From an optimization exercise on the open Yosys and OpenROAD flow, aimed at small area; shortcuts taken in it are not production practice. Function was checked by simulation only, so behaviour that the tests miss may differ from the original. No activity file was given, so power comes from the tool's default toggle rates.

## modbus_rtu_master
module modbus_rtu_master (
	input         clk,
	input         reset,
	input         RX,
	input  [15:0] data_300_1,
	input  [15:0] data_301_1,
	input  [15:0] data_302_1,
	input  [15:0] data_303_1,
	input  [15:0] data_304_1,
	input  [15:0] data_305_1,
	input  [15:0] data_306_1,
	input  [15:0] data_307_1,
	input  [15:0] data_308_1,
	input  [15:0] data_309_1,
	input  [15:0] data_300_2,
	input  [15:0] data_301_2,
	input  [15:0] data_302_2,
	input  [15:0] data_303_2,
	input  [15:0] data_304_2,
	input  [15:0] data_305_2,
	input  [15:0] data_306_2,
	input  [15:0] data_307_2,
	input  [15:0] data_308_2,
	input  [15:0] data_309_2,
	output [15:0] data_340_1,
	output [15:0] data_341_1,
	output [15:0] data_342_1,
	output [15:0] data_343_1,
	output [15:0] data_344_1,
	output [15:0] data_345_1,
	output [15:0] data_346_1,
	output [15:0] data_347_1,
	output [15:0] data_348_1,
	output [15:0] data_349_1,
	output [15:0] data_340_2,
	output [15:0] data_341_2,
	output [15:0] data_342_2,
	output [15:0] data_343_2,
	output [15:0] data_344_2,
	output [15:0] data_345_2,
	output [15:0] data_346_2,
	output [15:0] data_347_2,
	output [15:0] data_348_2,
	output [15:0] data_349_2,
	output        TX,
	output        DE,
	output        connection,
	output [15:0] error_code,
	output [15:0] error_cnt
);
reg rx_meta, rx_syn;
always @(posedge clk) begin
	if (reset) begin
		rx_meta <= 1'b0;
		rx_syn  <= 1'b0;
	end
	else begin
		rx_meta <= RX;
		rx_syn  <= rx_meta;
	end
end
reg [4:0] f_pos, f_neg;
reg       rx_f;
always @(posedge clk) begin
	if (reset) begin
		f_pos <= 5'd0;
		f_neg <= 5'd0;
		rx_f  <= 1'b0;
	end
	else begin
		if (rx_syn) begin
			f_neg <= 5'd0;
			f_pos <= f_pos + 5'd1;
		end
		else begin
			f_neg <= f_neg + 5'd1;
			f_pos <= 5'd0;
		end
		if (f_pos > 5'd20) begin
			rx_f  <= 1'b1;
			f_pos <= 5'd20;
		end
		if (f_neg > 5'd20) begin
			rx_f  <= 1'b0;
			f_neg <= 5'd20;
		end
	end
end
reg        DE_r;
wire       urx_rst = reset | DE_r;
reg  [3:0] urx_st;
reg        urx_prev, urx_run, update_rx;
reg  [7:0] rxb;
reg  [15:0] crc;
reg        crc_init, crc_act;
reg  [2:0] crc_k;
reg  [3:0] rs;
reg  [7:0] adr_rx, n_data, data_hi;
reg  [6:0] nod;
reg  [2:0] ack_cnt;
  ...
Size in the first run: about 2300 cells after synthesis, ~680 flip-flops, ~26000 sq um of cells after synthesis.
export LEC_CHECK = 0
export CAP_MARGIN = 20
export CORE_MARGIN = 2
export CORE_UTILIZATION = 50
export SLEW_MARGIN = 25
create_clock -name core_clock -period 12.5 [get_ports {clk}]
standard.sh (not shown) runs the stock make flow with config.mk's settings and CLKGATE_MAP_FILE= SYNTH_SCRIPT=/design/flow/synth_recipe.tcl, a recipe that flattens the netlist after the stock synthesis.
==> flow/flow/run.sh <==
#!/bin/bash
set -euo pipefail
export BUFFER_PORTS_ARGS="-buffer_cell sky130_fd_sc_hd__buf_1"
export CTS_ARGS="-sink_clustering_enable -repair_clock_nets -dont_use_dummy_load -buf_list {sky130_fd_sc_hd__clkbuf_8} -sink_clustering_size 15 -sink_clustering_max_diameter 60"
bash standard.sh finish > standard_sh.log 2>&1
Edit:
--- a/flow/design.v
+++ b/flow/design.v
@@ -85,22 +85,21 @@
 			f_neg <= 5'd20;
 		end
 	end
 end
 reg        DE_r;
 wire       urx_rst = reset | DE_r;
 reg  [3:0] urx_st;
 reg        urx_prev, urx_run, update_rx;
 reg  [7:0] rxb;
 reg  [15:0] crc;
-reg        crc_init, crc_act;
-reg  [2:0] crc_k;
+reg        crc_init, crc_pend;
 reg  [3:0] rs;
 reg  [7:0] adr_rx, n_data, data_hi;
 reg  [6:0] nod;
 reg  [2:0] ack_cnt;
 reg        lo_ok, crc_validate, reset_crc_rx, answer, rprev0, rprev1, sm, ss;
 reg  [15:0] error_code_r, error_cnt_r;
 reg        connection_r;
 reg [17:0] tC;
 reg        tR;
 reg  [4:0] ts;
@@ -152,71 +151,68 @@
 		endcase
 	end
 end
 wire urx_sample = !urx_rst && urx_st >= 4'd2 && urx_st <= 4'd9 && urx_cnt == 7'd0;
 wire reset_crc_tx = ts >= 5'd10 && ts <= 5'd13 || ts >= 5'd20;
 wire reset_eff = DE_r ? reset_crc_tx : reset_crc_rx;
 wire rx_edge   = update_rx && !rprev1;
 wire rx_ev     = rx_edge && !reset_crc_rx;
 wire utx_bit   = utx_st >= 4'd2 && utx_st <= 4'd9;
 wire tx_step   = DE_r && utx_bit && utx_cnt == 7'd0;
-wire do_step   = !reset_eff && (crc_act || tx_step);
+wire rx_step   = crc_pend && urx_sample;
+wire do_step   = !reset_eff && (rx_step || tx_step);
 reg  [7:0] cur_byte;
 wire [2:0] utx_idx = utx_st[2:0] - 3'd2;
 wire tx_bit    = cur_byte[utx_idx];
-wire sbit      = crc_act ? rxb[0] : tx_bit;
+wire sbit      = crc_pend ? rxb[0] : tx_bit;
 wire [15:0] cb = crc_init ? 16'hFFFF : crc;
 wire [15:0] cn = {1'b0, cb[15:1]} ^ ((cb[0] ^ sbit) ? 16'hA001 : 16'h0000);
 always @(posedge clk) begin
 	if (reset || reset_eff) begin
 		crc_init <= 1'b1;
-		crc_act  <= 1'b0;
+		crc_pend <= 1'b0;
 	end
 	else begin
-		if (rx_ev) begin
-			crc_act <= 1'b1;
-			crc_k   <= 3'd0;
-		end
-		else if (crc_act) begin
-			crc_k <= crc_k + 3'd1;
-			if (crc_k == 3'd7) crc_act <= 1'b0;
-		end
+		if (rx_ev)
+			crc_pend <= 1'b1;
+		else if (rx_step && urx_st == 4'd9)
+			crc_pend <= 1'b0;
 		if (do_step) crc_init <= 1'b0;
 	end
 end
 always @(posedge clk) begin
 	if (do_step) crc <= cn;
 end
 always @(posedge clk) begin
-	if (urx_sample)
-		rxb <= {rx_f, rxb[7:1]};
-	else if (do_step && crc_act)
-		rxb <= {rxb[0], rxb[7:1]};
+	if (urx_sample) rxb <= {rx_f, rxb[7:1]};
 end
 localparam [3:0] R_IDLE = 4'd0, ID_DEF = 4'd1, FUNC_DEF = 4'd2,
                  ERROR_0 = 4'd3, ERROR_1 = 4'd4, ERROR_2 = 4'd5, ACK = 4'd6,
                  READ_0 = 4'd7, READ_1 = 4'd8, READ_2 = 4'd9, READ_3 = 4'd10,
                  READ_4 = 4'd11, READ_5 = 4'd12;
 wire symb_clr   = rx_edge && rs >= FUNC_DEF && rs <= READ_4;
-wire main_fire  = tR && tC[16] && tC[13] && tC[12] && tC[11] && tC[7] && !tC[0];
-wire symb_fire  = !tR && tC[17] && tC[16] && tC[15] && tC[13] && tC[11] && tC[8] && tC[7] && !tC[0];
-wire delay_done = &tC[12:8] && tC[6];
+localparam [17:0] T_0 = 18'h00001, T_1 = 18'h00002,
+                  T_8000 = 18'h0F25F, T_80000 = 18'h3A6EB, T_240000 = 18'h03931;
+wire main_fire  = tR && tC == T_80000;
+wire symb_fire  = !tR && tC == T_240000;
+wire delay_done = tC == T_8000;
 wire t_keep = sm ? tR : ss ? !tR : 1'b1;
 wire t_clr  = sm ? 1'b0 : ss ? symb_clr : !(start_delay && !delay_done);
+wire [17:0] t_step = {tC[16:0], tC[17] ^ tC[10]};
 always @(posedge clk) begin
 	if (reset) begin
-		tC <= 18'd0;
+		tC <= T_0;
 		tR <= 1'b0;
 	end
 	else begin
 		tR <= sm;
-		tC <= t_clr ? 18'd0 : (t_keep ? tC : 18'd0) + 18'd1;
+		tC <= t_clr ? T_0 : t_keep ? t_step : T_1;
 	end
 end
 always @(posedge clk) begin
 	if (reset) begin
 		error_cnt_r  <= 16'h0000;
 		sm           <= 1'b0;
 		ss           <= 1'b0;
 		rs           <= R_IDLE;
 		adr_rx       <= 8'h00;
 		n_data       <= 8'h00;
- power barely changes
- flip-flop and latch count decreases by 3
- sequential power barely changes
- fmax increases by 13%
- final cell count decreases by 1.3%
- via count hardly moves
- setup slack gets better by 0.55 ns
- register-to-register slack gets worse by 0.21 ns
- synthesized area decreases by about 1.7%
- first-iteration DRC count increases by about 2.7%
- clock power hardly moves
- worst hold slack gets better by 0.012 ns

-- port drivers added, routing unchanged --
The flow's constraints put no driver on any port. The routed layouts listed below were extracted and timed again, unchanged, in two steps. Step 1: set_driving_cell puts a clkbuf_16 on clk and a buf_2 on each other input, an assumption about the parent block. Step 2 adds t to the input delays and takes it off the output delays; t is the mean of the earliest and latest rising clock arrival at the registers after step 1. Input paths then give back, and output paths get back, about the clock's delay inside the block. Slacks: no drivers / after step 1 / after step 2; pairs: no drivers / after step 1.
| run | shift t [ns] | setup WS [ns] | hold slack, ns | latest minus earliest clock arrival (ns) |
|---|---|---|---|---|
| the first run | 0.691 | 7.623 / 7.643 / 6.952 | 0.432 / 0.432 / 0.432 | 0.099 / 0.099 |
| the second run | 0.705 | 8.171 / 8.205 / 7.501 | 0.444 / 0.444 / 0.444 | 0.097 / 0.097 |
After both steps every run listed still meets setup and hold. For the first run, which loses most, drivers alone change the setup slack by +0.020 ns; drivers and shift together by -0.671 ns.
